From an optimization exercise on the open Yosys and OpenROAD flow, aimed at small area; shortcuts taken in it are not production practice. Only simulation tests tie the RTL to the original design; equivalence was not proved. The flow treats the clock pin as an ideal source, which a real chip does not have. No activity file was given, so power comes from the tool's default toggle rates.

==> flow/design.v <==
module ControlUnit (
    input  wire        clk,
    input  wire [31:0] data_in,
    output wire [31:0] data_out
);
    wire rst = data_in[29];
    wire req = data_in[31];
    wire op7 = data_in[16];      
    reg         P;       
    reg         half;    
    reg  [2:0]  J;       
    reg  [2:0]  row, col;
    reg         ack;
    reg  [8:0]  R;
    reg  [19:0] X, Y;
    wire c0   = ~col[2] & ~col[1] & ~col[0];
    wire c3   = col[1] & col[0];
    wire fin  = row[2] & row[0];
    wire sqx  = fin & c0;
    wire sqy  = fin & ~col[1] & col[0];
    wire sqr  = fin & col[1] & ~col[0];
    wire run  = fin ? ~col[2] & ~c3 : (req & ~ack);
    wire step = run & (half == P);
    wire apass = step & ~P;
    wire bpass = step & P;
    wire last = (J == 3'd7);
    wire j0   = (J == 3'd0);
    wire j1   = (J == 3'd1);
    wire [1:0] sz = data_in[20:19];
    wire row_ok = ~row[2] & ~row[1] | row[1] & ~row[0] & (sz != 2'd0) |
                  row[1] & row[0] & sz[1] | row[2] & sz[1] & sz[0];
    wire col_ok = ~col[2] & ~col[1] | col[1] & ~col[0] & (sz != 2'd0) |
                  col[1] & col[0] & sz[1] | col[2] & sz[1] & sz[0];
    wire used = row_ok & col_ok & (~P | op7);
    wire corr = R[8];
    wire sub  = ~X[19];                  
    wire [8:0] rx = R ^ (sqr ? {{7{sub}}, 2'b00} : {9{corr}});
    wire rj   = rx[J];
    wire aj   = data_in[J];
    wire sq_on = sqx | sqy;
    wire sq_bit = sq_on & (rj | (j1 & corr));
    wire en  = fin ? (apass & (sqr | sq_bit)) : (step & aj & used);
    wire cin = en & sq_on & j1 & corr;
    wire [2:0] i = ~J;
    wire [7:0] bc = P ? data_in[28:21] : data_in[15:8];
    wire [8:0] m = ~fin ? {bc[7], bc} : rx;
    wire msign = ~fin ? bc[7] : (sqr & sub);
    wire [8:0] mx = en ? m : 9'd0;
    wire sx = en & msign;
    wire [3:0] sh = sqr ? {i, 1'b0} : {1'b0, (fin & j1 & rj & corr) ? 3'd2 : J};
    wire [10:0] v1 = sh[0] ? {sx, mx, 1'b0} : {sx, sx, mx};
    wire [12:0] v2 = sh[1] ? {v1, 2'b0} : {{2{sx}}, v1};
    wire [16:0] v3 = sh[2] ? {v2, 4'b0} : {{4{sx}}, v2};
    wire [19:0] v3x = {{3{sx}}, v3};
    wire [19:0] addend = sh[3] ? {v3x[11:0], 8'b0} : v3x;
    wire clr = (~row[2] & ~row[1] & ~row[0] & c0 & j0 & step) |
               (sqx & j0 & apass);
    wire [19:0] S;
    Adder20 adder (.X(X), .clr(clr), .addend(addend), .cin(cin), .S(S));
    wire neg = Y[19];
    wire oor = ~((&Y[19:8]) | ~(|Y[19:8]));
    wire z   = ~fin & neg & ~op7;
    wire [8:0] lv = {neg & ~oor, Y[7:0] | {8{oor}}} & {9{~z}};
    always @(posedge clk) begin
        X <= Y;
        Y <= S;
    end
    wire rd_done = fin & c3 & ~req & ack;
    reg [2:0] Jn, coln, rown;
    always @* begin
        case (J)
            3'd0: Jn = 3'd1; 3'd1: Jn = 3'd2; 3'd2: Jn = 3'd3; 3'd3: Jn = 3'd4;
            3'd4: Jn = 3'd5; 3'd5: Jn = 3'd6; 3'd6: Jn = 3'd7; default: Jn = 3'd0;
        endcase
        case (col)
            3'd0: coln = 3'd1; 3'd1: coln = 3'd2; 3'd2: coln = 3'd3; 3'd3: coln = 3'd4;
            default: coln = 3'd0;
        endcase
        case (row)
            3'd0: rown = 3'd1; 3'd1: rown = 3'd2; 3'd2: rown = 3'd3; 3'd3: rown = 3'd4;
            default: rown = 3'd5;
        endcase
    end
    always @(posedge clk) begin
        if (rst) begin
            P <= 1'b0;
            half <= 1'b0;
            J <= 3'd0;
            row <= 3'd0;
            col <= 3'd0;
            ack <= 1'b0;
        end else begin
            P <= ~P;
            if (step) begin
                half <= ~half;
                if (P) J <= Jn;
            end
            if (bpass & last) begin
                col <= coln;
                if (~fin & col[2]) row <= rown;
            end
            if (req)
                ack <= ack | (~fin & bpass & last) | (fin & col[1] & col[0]);
            else
                ack <= ack & ~(~fin | col[1] | (col[0] & J[2]));
        end
    end
    always @(posedge clk) begin
        if (~fin | (sqx & apass & last))
            R <= lv;
        else if (sqy & apass & last)
            R <= 9'd3;
        else if (rd_done)
            R <= 9'd0;
        else if (sqr & bpass)
            R <= last ? {R[8:2], ~Y[19], R[0]} : {R[7:2], ~Y[19], 2'b11};
    end
    assign data_out = {ack, 23'd0, R[8:1]};
endmodule
module Adder20 (
    input  wire [19:0] X,
    input  wire        clr,
    input  wire [19:0] addend,
    input  wire        cin,
    output wire [19:0] S
);
    wire [19:0] Xg = X & {20{~clr}};
    wire [20:0] cy;
    assign cy[0] = cin;
    genvar k;
    generate
        for (k = 0; k < 20; k = k + 1) begin : rca
            assign S[k] = Xg[k] ^ addend[k] ^ cy[k];
            assign cy[k+1] = (Xg[k] & addend[k]) | (cy[k] & (Xg[k] ^ addend[k]));
        end
    endgenerate
endmodule
==> flow/flow/run.sh <==
#!/bin/bash
# Own layout flow: the standard ORFS flow (the standard.sh), with
#  - synthesis: ORFS's synth.tcl, only the ABC script replaced by flow/area.abc
#  - 1x port buffers, one tie cell per constant, no timing-driven placement
#    buffers, and a small clock tree without dummy loads.
set -euo pipefail
W=$(pwd)
F=$W/flow
sed 's#^source \$::env(SCRIPTS_DIR)/synth_preamble.tcl#source $::env(SCRIPTS_DIR)/synth_preamble.tcl\nlset abc_args 1 '"$F"'/area.abc#' \
    "$FLOW_HOME/scripts/synth.tcl" > "$W/own_synth.tcl"
grep -q "lset abc_args 1" "$W/own_synth.tcl"
sed 's#\$::env(SCRIPTS_DIR)/synth.tcl#'"$W"'/own_synth.tcl#' "$W/synth_recipe.tcl" > "$W/own_synth_recipe.tcl"
grep -q own_synth.tcl "$W/own_synth_recipe.tcl"
bash "$W/standard.sh" \
    SYNTH_SCRIPT="$W/own_synth_recipe.tcl" \
    BUFFER_PORTS_ARGS="-buffer_cell sky130_fd_sc_hd__buf_1" \
    SKIP_REPAIR_TIE_FANOUT=1 \
    REMOVE_ABC_BUFFERS=1 \
    SYNTH_HIERARCHICAL=1 \
    GPL_TIMING_DRIVEN=0 \
    CTS_ARGS="-sink_clustering_enable -repair_clock_nets -dont_use_dummy_load -buf_list sky130_fd_sc_hd__clkbuf_2" \
    POST_CTS_TCL="$F/post_cts.tcl" \
    finish > "$W/own_flow.log" 2>&1
==> flow/flow/area.abc <==
strash
&get -n
&deepsyn -T 120 -S 2
&put
dch -f
amap
strash
dch -f
amap
==> flow/flow/post_cts.tcl <==
proc own_fix_clock_slew {target} {
  set sizes {sky130_fd_sc_hd__clkbuf_1 sky130_fd_sc_hd__clkbuf_2 sky130_fd_sc_hd__clkbuf_4 sky130_fd_sc_hd__clkbuf_8 sky130_fd_sc_hd__clkbuf_16}
  for {set pass 0} {$pass < 8} {incr pass} {
    estimate_parasitics -placement
    set todo {}
    foreach pin [get_pins -hierarchical */CLK] {
      if {[get_property $pin slew_max] > $target} {
        set net [get_nets -of_objects $pin]
        foreach drv [get_pins -of_objects $net -filter "direction == output"] {
          set name [get_full_name [get_cells -of_objects $drv]]
          if {[lsearch $todo $name] < 0} { lappend todo $name }
        }
      }
    }
    set changed 0
    foreach name $todo {
      set inst [get_cells $name]
      set master [get_property $inst ref_name]
      set idx [lsearch $sizes $master]
      if {$idx >= 0 && $idx < [llength $sizes] - 1} {
        puts "own_fix_clock_slew: $name $master -> [lindex $sizes [expr {$idx + 1}]]"
        replace_cell $inst [lindex $sizes [expr {$idx + 1}]]
        set changed 1
      }
    }
    if {!$changed} break
  }
  detailed_placement
  check_placement -verbose
  estimate_parasitics -placement
}
own_fix_clock_slew 0.10
==> flow/standard.sh <==
#!/bin/bash
# synth_recipe.tcl (not shown) runs the flow's synth.tcl, then flattens the netlist and writes it again
# the make line also repeats each setting of config.mk as NAME=value (left out here)
make -C /OpenROAD-flow-scripts/flow DESIGN_CONFIG=/design/flow/config.mk WORK_HOME=/design/flow/orfs CLKGATE_MAP_FILE= SYNTH_SCRIPT=/design/flow/synth_recipe.tcl "${@:-finish}"
==> flow/config.mk <==
export PLATFORM = sky130hd
export DESIGN_NAME = ControlUnit
export DESIGN_NICKNAME = ControlUnit
export VERILOG_FILES = /design/flow/design.v
export SDC_FILE = /design/flow/constraint.sdc
export NUM_CORES = 8
export LEC_CHECK = 0
export CAP_MARGIN = 0
export CORE_MARGIN = 2
export CORE_UTILIZATION = 70
export PLACE_DENSITY = 0.85
export SLEW_MARGIN = 0
==> flow/constraint.sdc <==
create_clock -name core_clock -period 200.0 [get_ports {clk}]
set_input_delay 40.0000 -clock core_clock [delete_from_list [all_inputs] [get_ports {clk}]]
set_output_delay 40.0000 -clock core_clock [all_outputs]
set_load 0.01 [all_outputs]
==> summary.txt, run 1 <==
Worst setup path
  • Worst r2r src: col[1]
  • Worst Path Arrival: ~50 ns
  • Reg-to-reg critical path endpoint: Y[19]
  • CP most frequent cell: fa_1
  • Crit-path slowest cell: a222oi_1
  • R2R depth: 35
  • Nature of the critical path endpoint: flip-flop
  • Largest delay share family, worst path: adder cells
  • R2R Setup Slk: 188.56 ns
  • CP Buf/Inv Count: 2
  • Critical path origin: data_in[31]
  • Crit path to: Y[19]
  • Worst setup SP type: primary input
  • Crit Path Max Fanout: 8
  • Slowest cell delay on critical path: 0.61 ns
  • Crit path required time: 200.35 ns
  • Critical setup path kind: in2reg
  • Levels on crit path: 34

Synthesis
  • Largest area contributor in the netlist: dfxtp_1
  • Area contributors post-synth: dfxtp_1, fa_1, edfxtp_1
  • Ys flop type: dfxtp_1
  • Yosys cell types: 37
  • Yosys reg bits: 61
  • Share of the synthesized area in the top cell type: 0.311
  • Cells after synthesis: 382
  • Synth Warn #: 7
  • Post-synth ARST share: 0
  • Synthesized area per cell: 8.76 µm²
  • Post-synth EDFFs: 9
  • Post-synthesis sequential area ratio: 0.392
  • Mapped Area: approximately 3300 µm²

Clock tree
  • Clock tree sinks: 61
  • Skew-Pair Late Insertion Delay: 0.47 ns
  • CTS tree: done
  • Clock-pin slew on the worst setup and hold paths: 0.10 ns

Timing
  • Tcrit/Tclk final: 0.248
  • Fmax: 20.1 MHz
  • Final setup TNS: 0 ns
  • Worst slew pin tran: 1.21 ns
  • # setup viols final: 0
  • Clk_skew: roughly 0.028 ns
  • Min cycle time layout: ~50 ns
  • Final hold viol count: 0
  • RSZ-0062 raised after global routing: no
  • Relative slew slack: 0.183
  • Slew Limit Fails: 0
  • Final hold slack: 0.349 ns

Power and ir drop
  • Cell area power density: 10.1 nW/µm²
  • Leak: about 0.0013 µW
  • Max IR drop VDD: 0.00587 mV
  • Total Power: 34.6 µW

Layout
  • Cell area after layout: 3410 µm²
  • Share of layout cells above drive strength 1: 0.0301
  • Non-Filler Instances: roughly 450
  • Area grow syn2layout: 1.87%
  • Ant. Diodes: 0
  • NumNets Final: around 450

Run
  • Maxcap violations: 0

GRT
  • M1 GR Usage: 0.411
  • Vias in the first global route: 2566
  • All-Layer GR Usage: 0.303
  • Met2 GRT Util: 0.471
  • GRT busiest layer: met2
  • Largest net degree at the start of global routing: 24
  • Gr ovfl total: 0
  • Met3 global-route usage: 0.0525
  • Initial antenna violation count: 0
  • First-pass GRT wire length: 12000 µm

Drt
  • DRT antenna net count: 0
  • DR pass1 iterations: 5
  • DRT iter0 DRCs: approximately 260
  • Total number of vias: 2833
  • Routed WL: 7450 µm
  • DRC Markers: 0
  • Drt wl/cell: around 16 µm
  • Routed vias/inst: about 6.3

Die
  • Starting Density: 0.718
  • Die Area: 5350 µm²
  • Die height: 73.2 µm
  • # IOs: 65
  • Chip width: 73.2 µm
  • Core area: 4660 µm²
  • FP Rows: 25

Place
  • Cells after DPL: 444
  • IO buf count: 38
  • Hpwl dp: 5830 µm
  • Gp weighted congestion: 0.987
  • Dpl cell area: around 3300 µm²

Worst hold path
  • Worst hold path class: reg2reg

Outcome
  • Status: no timing/DRC/antenna violations
[cell usage in the layout, fill, tap and decap left out, types with 2 or more instances in the layout]
cell      synthesis  final
a211oi_1          4      4
a21oi_1          15     15
a221o_1           2      2
a222oi_1          5      5
a31oi_1           4      4
a41oi_1           2      2
and3_1            3      3
buf_1             0     38
buf_4            32      2
clkbuf_4          0      7
clkinv_1         31     31
dfxtp_1          52     52
edfxtp_1          9      9
fa_1             19     19
nand2_1          30     30
nand3_1           5      5
nand4_1           2      2
nor2_1           48     48
nor2b_1          20     20
nor3_1            8      8
nor4_1            3      2
o21a_1            2      2
o21ai_0          34     34
o221ai_1          4      4
o22ai_1          26     26
o31ai_1           2      2
o32ai_1           4      4
or2_0             5      5
[per-module statistics from Yosys (local to each module, per instance)]
module / flip-flops and latches / cell area (µm²)
Adder20: 0 / 523
ControlUnit: 61 / 2830
[per-layer routing]
layer	wire, µm	up-vias
li1	-	1374
met1	3160	1269
met2	3500	163
met3	569	27
met4	218	0
met5	0	-
[worst min path at each step]
| stage | startpoint | to | cells past startpoint |
|---|---|---|---|
| floorplan | Y[0] | X[0] | 0 |
| global placement | Y[1] | X[1] | 0 |
| detailed placement | Y[0] | X[0] | 0 |
| global route | Y[9] | X[9] | 0 |
| finish | Y[9] | X[9] | 0 |
[power breakdown]
part	switching, µW	leakage (µW)	internal [µW]	total, µW
sequential	2.57	0.000516	17.0	19.6
clock	3.63	0.0000435	2.16	5.79
combinational	5.58	0.000714	3.62	9.19
[Yosys cell counts (4+ instances only)]
master and number:
o221ai_1 4, a211oi_1 4, nor3_1 8, o32ai_1 4, nor2_1 48, nand3_1 5, o22ai_1 26, fa_1 19
a31oi_1 4, edfxtp_1 9, buf_4 32, nand2_1 30, a21oi_1 15, clkinv_1 31, a222oi_1 5, dfxtp_1 52
nor2b_1 20, o21ai_0 34, or2_0 5
[flip-flops by register name (all words and copies together) (netlist names)]
name	count
row	3
J	3
Y	20
P	1
R	9
X	20
col	3
ack	1
half	1
[area by class of cell]
cell class,count,area [µm²]
timing repair buffer,40,158
fill,343,1250
multi-input combinational,258,1690
inverter,31,116
tap,54,67.6
sequential,61,1310
clock buffer,9,71.3
[stage by stage]
step,setup WS [ns],util
after floorplan,149.77,-
after global placement,148.19,0.712
after detailed placement,149.94,0.717
after global routing,149.86,0.732
final,150.36,0.732
[logic make-up after synthesis]
| logic type | after synthesis | synth area share |
|---|---|---|
| flip-flops | 61 | 0.392 |
| AND/OR/NAND/NOR | 126 | 0.172 |
| adder cells (fa/ha/maj) | 19 | 0.114 |
| other | 1 | 0.00112 |
| AO/OA/AOI/OAI | 112 | 0.215 |
| buffers and inverters | 63 | 0.107 |
==> run 2: changes to the inputs <==
--- a/flow/config.mk
+++ b/flow/config.mk
@@ -6,7 +6,7 @@
 export NUM_CORES = 8
 export LEC_CHECK = 0
-export CAP_MARGIN = 0
+export CAP_MARGIN = 20
 export CORE_MARGIN = 2
 export CORE_UTILIZATION = 70
 export PLACE_DENSITY = 0.85
-export SLEW_MARGIN = 0
+export SLEW_MARGIN = 20
==> summary.txt, run 2 <==
Drt
  • Routed WL: 7570 µm (+1.6%)
  • DRT antenna net count: 0 (unchanged)
  • Routed vias/inst: 6.39 (+2.1%)
  • DRC Markers: 0 (unchanged)
  • DR pass1 iterations: 6 (+1)
  • Total number of vias: 2893 (+2.1%)
  • Drt wl/cell: 16.7 µm (+1.6%)
  • DRT iter0 DRCs: 245 (-5.0%)

Die
  • Starting Density: 0.718 (unchanged)
  • Core area: 4660 µm² (unchanged)
  • # IOs: 65 (unchanged)
  • Die height: 73.2 µm (unchanged)
  • FP Rows: 25 (unchanged)
  • Die Area: 5350 µm² (unchanged)
  • Chip width: 73.2 µm (unchanged)

Place
  • IO buf count: 38 (unchanged)
  • Gp weighted congestion: 0.987 (unchanged)
  • Hpwl dp: 5890 µm (+0.92%)
  • Worst slack, placed: 149.94 ns (-0.00200 ns)

Worst setup path
  • Crit-path slowest cell: a222oi_1
  • R2R Setup Slk: 188.64 ns (+0.08 ns)
  • Critical path origin: data_in[31]
  • Crit path required time: 200.39 ns (+0.04 ns)
  • Worst setup SP type: primary input
  • Critical setup path kind: in2reg
  • Crit Path Max Fanout: 8 (unchanged)
  • Largest delay share family, worst path: adder cells
  • Nature of the critical path endpoint: flip-flop
  • Slowest cell delay on critical path: 0.60 ns (about the same)
  • CP most frequent cell: fa_1
  • Worst r2r src: col[1]
  • CP Buf/Inv Count: 2 (unchanged)
  • Worst Path Arrival: 49.98 ns (about the same)

Timing
  • Fmax: 20.2 MHz (+0.11%)
  • # setup viols final: 0 (unchanged)
  • Relative slew slack: 0.474 (+0.292)
  • Clk_skew: 0.0196 ns (-0.00854 ns)
  • Tcrit/Tclk final: 0.248 (-0.000270)
  • Final hold viol count: 0 (unchanged)
  • Worst slew pin tran: 0.769 ns (-0.444 ns)
  • Final WS setup: 150.42 ns (+0.0540 ns)
  • Final setup TNS: 0 ns (unchanged)
  • Slew Limit Fails: 0 (unchanged)
  • RSZ-0062 raised after global routing: no
  • Final hold slack: 0.356 ns (+0.00688 ns)
  • Min cycle time layout: 49.58 ns (-0.0540 ns)

Synthesis
  • Post-synth ARST share: 0 (unchanged)
  • Most common cell in the netlist: dfxtp_1
  • Post-synth EDFFs: 9 (unchanged)
  • Yosys reg bits: 61 (unchanged)
  • Yosys cell types: 37 (unchanged)
  • Ys flop type: dfxtp_1
  • Synth Warn #: 7 (unchanged)
  • Synthesized area per cell: 8.76 µm² (unchanged)
  • Largest area contributor in the netlist: dfxtp_1
  • Synth cell count leaders: dfxtp_1, nor2_1, o21ai_0
  • Share of the synthesized area in the top cell type: 0.311 (unchanged)
  • Mapped Area: 3350 µm² (unchanged)
  • Cells after synthesis: 382 (unchanged)
  • Post-synthesis sequential area ratio: 0.392 (unchanged)
  • Area contributors post-synth: dfxtp_1, fa_1, edfxtp_1

Outcome
  • Status: no timing/DRC/antenna violations

Run
  • Maxcap violations: 0 (unchanged)

Layout
  • Share of layout cells above drive strength 1: 0.0301 (unchanged)
  • Register Area: 1310 µm² (unchanged)
  • Most frequent cells in the layout: dfxtp_1, nor2_1, buf_1
  • NumNets Final: 453 (unchanged)
  • # fillers: 360 (+5.0%)
  • Leading registers by flop count: X: 20 flops, Y: 20 flops, R: 9 flops
  • Multi-input gate area: 1690 µm² (unchanged)
  • Area grow syn2layout: 1.53%
  • Most common cell after layout, fill and taps aside: dfxtp_1
  • Util after Layout: 0.729 (-0.00242)
  • Ant. Diodes: 0 (unchanged)

GRT
  • All-Layer GR Usage: 0.310 (+0.00701)
  • Gr ovfl total: 0 (unchanged)
  • Vias in the first global route: 2593 (+1.1%)
  • Largest net degree at the start of global routing: 24 (unchanged)
  • Initial antenna violation count: 0 (unchanged)
  • First-pass GRT wire length: 12200 µm (+1.3%)

Power and ir drop
  • Cell Int Power: 22.6 µW (-0.95%)
  • Cell area power density: 10.1 nW/µm² (about the same)
  • Leak: 0.00127 µW (-0.26%)
  • Max IR drop VDD: 0.00659 mV (+12%)
  • Logic gate share of total power: 0.268 (+0.002)
  • Clock share of power: 0.166 (about the same)
  • Sw frac: 0.345 (+0.00446)
  • Switching pwr: 11.9 µW (+1.0%)
  • Register share of total power: 0.566 (about the same)

Worst hold path
  • Worst hold path class: reg2reg
  • Min-delay src: Y[1]

Clock tree
  • Skew-Pair Late Insertion Delay: 0.50 ns (+0.03 ns)
  • CTS tree: done
  • Clock tree sinks: 61 (unchanged)
  • Clock-pin slew on the worst setup and hold paths: 0.10 ns (about the same)
-- run 2: cell counts after synthesis --
No cell type changed its count.
-- run 2: per-stage QoR --
stage,instance area [µm²],total power [µW],cells
finish,3400,34.5,453
detailed placement,3330,28.8,444
floorplan,3110,25.3,350
global route,3400,36.8,453
global placement,3320,28.2,442
-- run 2: power by group through the flow --
stage / registers, µW / logic [µW] / clock network [µW]
finish: 19.5 / 9.23 / 5.72
global route: 19.9 / 10.5 / 6.38
detailed placement: 19.8 / 9.01 / 0
floorplan: 19.0 / 6.31 / 0
global placement: 19.5 / 8.68 / 0
-- run 2: cell families (layout without fill, tap and decap cells) --
| family | count (synthesis) | count (layout) | share of synthesized area |
|---|---|---|---|
| simple gates | 126 | 126 | 0.172 |
| compound gates | 112 | 112 | 0.215 |
| buf+inv | 63 | 80 | 0.107 |
| flops | 61 | 61 | 0.392 |
| fa+ha+maj | 19 | 19 | 0.114 |
| other cells | 1 | 1 | 0.00112 |
-- run 2: worst paths after layout --
check                           cells after the start  endpoint
worst max-delay path                               34     Y[19]
worst min-delay path                                0      X[1]
worst max register to register                     35     Y[19]
worst min register to register                      0      X[1]
-- run 2: Yosys stat by module (local to each module, per instance) --
module	flops+latches	cell area, µm²	times used
ControlUnit	61	2830	1
Adder20	0	523	1
-- run 2: metal layers --
layer	routed length, µm	GRT usage	up-vias	part of all wire
li1	-	-	1377	-
met1	3230	0.401	1316	0.43
met2	3570	0.495	165	0.47
met3	572	0.101	35	0.076
met4	200	0.0926	0	0.026
met5	0	0	-	0
-- run 2: area by class of cell --
cell class	count	share of cell area
Clock buffer	9	0.0191
Timing Repair Buffer	40	0.0449
Inverter	31	0.0342
Tap cell	54	0.0199
Multi-Input combinational cell	258	0.496
Sequential cell	61	0.386

-- afterwards: timing with drivers on the ports --
In the flow no input, the clock included, has a driving cell. The finished layouts below were timed again as built, in two steps.
Step 1 (the two cells are an assumption about what drives the block):
set clk [get_ports {clk}]
set_driving_cell -lib_cell sky130_fd_sc_hd__clkbuf_16 $clk
set_driving_cell -lib_cell sky130_fd_sc_hd__buf_2 [delete_from_list [all_inputs] $clk]
Step 2 moves the port delays by t, midway between the first and last clock arrival at a register: inputs arrive t later, outputs are due t later. That takes back most of the time a late clock gives input paths.
a / b / c = ideal / step 1 / step 2; a / b = the first two.
run	t, ns	slack for setup (ns)	clock arrival spread, ns
run 1	0.483	150.362 / 150.366 / 149.883	0.029 / 0.029
run 2	0.514	150.416 / 150.421 / 149.907	0.020 / 0.020
After both steps every run listed still meets setup and hold. The setup slack of run 2, which loses most, moves by +0.005 ns with the drivers and by -0.509 ns with both steps.
